Background: an optimization exercise with open tools, aiming at small area, a short achievable clock period and few clock cycles per item. Do not read the settings as production practice.
At most, simulation tests tie the RTL to the original design; equivalence was not proved.

Design Exponential, start of the top module:
module Exponential(input clk, rst, start, input [15:0] x,
                   output done, output [1:0] intpart, output [15:0] fracpart);
Settings: LEC_CHECK=0, CAP_MARGIN=20, CORE_MARGIN=2, CORE_UTILIZATION=60, SETUP_SLACK_MARGIN=3, SLEW_MARGIN=20; clock period 9.0 ns.
run.sh (not shown) runs the stock make flow with config.mk's settings and CLKGATE_MAP_FILE= SYNTH_SCRIPT=/design/flow/synth_recipe.tcl, a recipe that flattens the netlist after the stock synthesis.
Testbench counts at the start, summed over its fixed seeds: cycles 3,484, items 384.
Then changed:
CTS_BUF_LIST = sky130_fd_sc_hd__clkbuf_4 sky130_fd_sc_hd__clkbuf_8   (was unset)
CTS_CLUSTER_SIZE = 40   (was unset)
SETUP_SLACK_MARGIN = 2.5   (was 3)
Effect:
- The new run finished clean
- area after synthesis stays the same
- sequential share of layout area decreases by 0.14 points
- core utilization decreases by 1.0 points
Then changed:
SETUP_SLACK_MARGIN = 3.5   (was 2.5)
The changed run completed without violations.
Clock-buffer cell count went up by 1.
Synthesized cell count is unchanged.
Area after synthesis is unchanged.
Register-to-register slack is better by 770 ps.
Design area went up by about 9%.
Non-clock buffer count went up by 57.
Critical path depth went up by 1.
Die area stays the same.
Cell count went up by about 4%.
Worst hold slack stays flat.
Then changed:
SETUP_SLACK_MARGIN = 3   (was 3.5)
Effect:
- final cell count went down by a few percent
- worst setup slack gets worse by 350 ps
- core utilization is lower by 5.6 points
- cell area falls by a little under a tenth
- hold slack is better by 5.2 ps
- via count falls by a few percent
- synthesized area does not change
- clock-buffer cell count shrinks by 1
- die area stays the same
Then changed:
SETUP_SLACK_MARGIN = 2.75   (was 3)
=> The changed run ran to the end with no violations; core utilization drops by 0.33 points; clock skew stays flat; area after synthesis does not change; cell count is unchanged; routed wire length does not change; sequential cell count is unchanged; global-route usage hardly moves.

---

Exponential, a different RTL version from the one above (not shown whole).
For scale: ~56 flip-flops, about 38 I/O pins.
==> flow/config.mk <==
export PLATFORM = sky130hd
export DESIGN_NAME = Exponential
export DESIGN_NICKNAME = Exponential
export VERILOG_FILES = /design/flow/design.v
export SDC_FILE = /design/flow/constraint.sdc
export NUM_CORES = 4
export LEC_CHECK = 0
export CAP_MARGIN = 20
export CORE_MARGIN = 2
export CORE_UTILIZATION = 70
export SETUP_SLACK_MARGIN = 3
export SLEW_MARGIN = 20
==> flow/constraint.sdc <==
create_clock -name core_clock -period 9.0 [get_ports {clk}]
set_input_delay 1.8000 -clock core_clock [delete_from_list [all_inputs] [get_ports {clk}]]
set_output_delay 1.8000 -clock core_clock [all_outputs]
set_load 0.01 [all_outputs]
Testbench counts at the start, summed over its fixed seeds: cycles 3,484, items 384.
Then changed:
Settings changed: CORE_UTILIZATION 70 to 60.
Global-route usage came out lower by 4.4 points.
Fmax climbs by a few percent.
Die area grows by about a fifth.
Setup slack is better by 0.19 ns.
Clock skew went down by 0.0050 ns.
Worst hold slack got worse by 0.0034 ns.
Wire length rises slightly.
Design area barely changes.
Then changed:
Settings changed: CORE_UTILIZATION 60 to 40.
- core utilization goes down by 21 points
- area after synthesis does not change
- sequential share of layout area went down by 0.17 points
- die area came out higher by 48%
- hold slack gets worse by 0.0061 ns
- final area rises by 1.9%
- setup slack degrades by 0.069 ns
Then changed:
Settings changed: SETUP_SLACK_MARGIN 3 to not set.
Result: Synthesized area does not change. First-iteration DRC count shrinks by a few percent. Synthesized cell count stays the same. Clock-buffer cell count stays the same. Via count shrinks by a few percent. Worst hold slack barely changes. Utilization shrinks by 2.1 points. Final cell count shrinks by a few percent. Die area is unchanged.
Then changed:
Settings changed: SETUP_SLACK_MARGIN set to 4.
Clock skew barely changes.
Routed wire length came out higher by 6.3%.
Via count grows by 5.1%.
Register-to-register slack gains 0.66 ns.
Final cell count is higher by about 3.3%.
Worst setup slack improved by 0.66 ns.
Area after synthesis stays the same.
Maximum frequency increases by about 11%.
Flip-flop and latch count does not change.

---

Another version of the RTL of Exponential (not shown whole).
Size in the first run: ~1300 cells after synthesis, roughly 38 I/O pins.
clock: 9.0 ns
lec_check: 0
cap_margin: 20
core_margin: 2
core_utilization: 60
setup_slack_margin: 4.5
slew_margin: 20
The starting point produced a clean layout.
Change:
--- a/flow/config.mk
+++ b/flow/config.mk
@@ -10,3 +10,3 @@
 export CORE_UTILIZATION = 60
-export SETUP_SLACK_MARGIN = 4.5
+export SETUP_SLACK_MARGIN = 3
 export SLEW_MARGIN = 20
=> Setup slack is worse by 0.44 ns; wire length decreases by 7.8%; via count decreases by 4.5%; fmax decreases by 7.7%; design area decreases by 10%; synthesized area stays the same; non-clock buffer count decreases by 54; global-route usage decreases by 2.0 points.
No functional check of the RTL was part of any run of this note.

---

Exponential, a different RTL version from the one above (not shown whole).
For scale: about 68 flip-flops, about 38 I/O pins, about 10000 µm² of cells after synthesis.
clock: 9.0 ns
lec_check: 0
cap_margin: 20
core_margin: 2
core_utilization: 50
cts_buf_list: sky130_fd_sc_hd__clkbuf_4 sky130_fd_sc_hd__clkbuf_8
cts_cluster_size: 40
setup_slack_margin: 3
slew_margin: 20
Testbench counts at the start, summed over its fixed seeds: cycles 3,058, items 384.
==> next run, changes <==
- CORE_UTILIZATION: 50 -> 60
Hold slack improved by 0.0048 ns; clock-buffer cell count went up by 1; register-to-register slack improved by 0.09 ns; flip-flop and latch count does not change; final area went down by 1.6%; area after synthesis is unchanged.

---

before:
Exponential again, from the RTL that the note above started with.
Design Exponential, start of the top module:
module Exponential(input clk, rst, start, input [15:0] x,
                   output done, output [1:0] intpart, output [15:0] fracpart);
  reg        busy;
  reg [3:0]  step;
  reg [7:0]  one, two, neg;    
  reg        one8;             
  reg [15:0] t;       
  reg [17:0] r;       
  reg        acc;     
  wire [31:0] p0, p1;
  mulb mul(.one(one), .two(two), .neg(neg), .one8(one8), .b(t), .s0(p0), .s1(p1));
  wire [15:0] p;
  wire        c16, c17, c18, c19;
  cpa32h cpa(.a(p0), .b(p1), .s(p), .c16(c16), .c17(c17), .c18(c18), .c19(c19));
  reg [15:0] q;
  always @(*) begin
    case (step)
      4'd0:    q = {1'b0, p[15:1]};
      4'd3:    q = {2'b0, p[15:2]};
      4'd10:   q = {3'b0, p[15:3]};
      default: q = p;
    endcase
  end
  wire q_term = (step == 4'd0) | (step == 4'd2) | (step == 4'd3) | (step == 4'd5) |
                (step == 4'd7) | (step == 4'd9) | (step == 4'd10);
  reg [3:0] thr;
  always @(*) begin
    case (step)
      4'd0:    thr = 4'd2;
      4'd1:    thr = 4'd4;
      4'd2:    thr = 4'd3;
  ...
Settings: LEC_CHECK=0, CAP_MARGIN=20, CORE_MARGIN=2, CORE_UTILIZATION=60, CTS_BUF_LIST=sky130_fd_sc_hd__clkbuf_4 sky130_fd_sc_hd__clkbuf_8, CTS_CLUSTER_SIZE=40, SETUP_SLACK_MARGIN=3.5, SLEW_MARGIN=20; clock period 9.0 ns.
The final layout from before, which completed every stage, passed the timing, DRC and antenna checks at the end of the flow.
Testbench counts of before, summed over its fixed seeds: cycles 3,058, items 384.
What after does differently from before at the input level:
- swapping 3.5 for 3.25 in SETUP_SLACK_MARGIN
- When after is set beside before, its worst-margin pin slew turns out to be 8.8 ps larger.
- From before to after, tap cell instance count did not move at all.
- In after, smallest setup slack after layout is lower than in before.
- [compare] base=before new=after: overall track demand over capacity in global routing increased 0.63 points, wire length of the first global-routing pass increased 1.9%, non-clock buffer count decreased 37.
- Routed wire length (after vs. before) decreases slightly

afterwards: timing with drivers on the ports:
In the flow no input, the clock included, has a driving cell. The finished layouts below were timed again as built, in two steps. Step 1 assumes that a clkbuf_16 drives the clock port and a buf_2 every other input. Step 2 also shifts input and output timing later by t, the mid clock arrival at the registers, as if the neighbouring blocks saw the same clock. Three values: ideal, step 1, step 2; two values: the first two.
run | shift t [ns] | slack for setup (ns) | cell pins on the clock port's net
the first run of note 1 | 0.365 | 3.242 / 3.242 / 3.242 | 1
the second run of note 1 | 0.378 | 2.845 / 2.845 / 2.845 | 1
the third run of note 1 | 0.377 | 3.617 / 3.617 / 3.346 | 1
the fourth run of note 1 | 0.377 | 3.264 / 3.264 / 3.264 | 1
the fifth run of note 1 | 0.376 | 3.117 / 3.117 / 3.117 | 1
the first run of note 2 | 0.332 | 2.935 / 2.935 / 2.935 | 1
the second run of note 2 | 0.340 | 3.129 / 3.129 / 3.129 | 1
the third run of note 2 | 0.337 | 3.060 / 3.060 / 3.060 | 1
the fourth run of note 2 | 0.338 | 2.401 / 2.401 / 2.401 | 1
the fifth run of note 2 | 0.331 | 3.061 / 3.061 / 3.061 | 1
the first run of note 3 | 0.363 | 3.651 / 3.651 / 3.604 | 1
the second run of note 3 | 0.379 | 3.206 / 3.206 / 2.987 | 1
the first run of note 4 | 0.397 | 3.211 / 3.211 / 3.211 | 1
the second run of note 4 | 0.387 | 3.305 / 3.305 / 3.305 | 1
before | 0.388 | 3.655 / 3.655 / 3.551 | 1
after | 0.386 | 3.518 / 3.518 / 3.518 | 1
After both steps setup and hold are still met in every run listed. For the third run of note 1, which loses most, drivers alone change the setup slack by 0.000 ns; drivers and shift together by -0.271 ns.
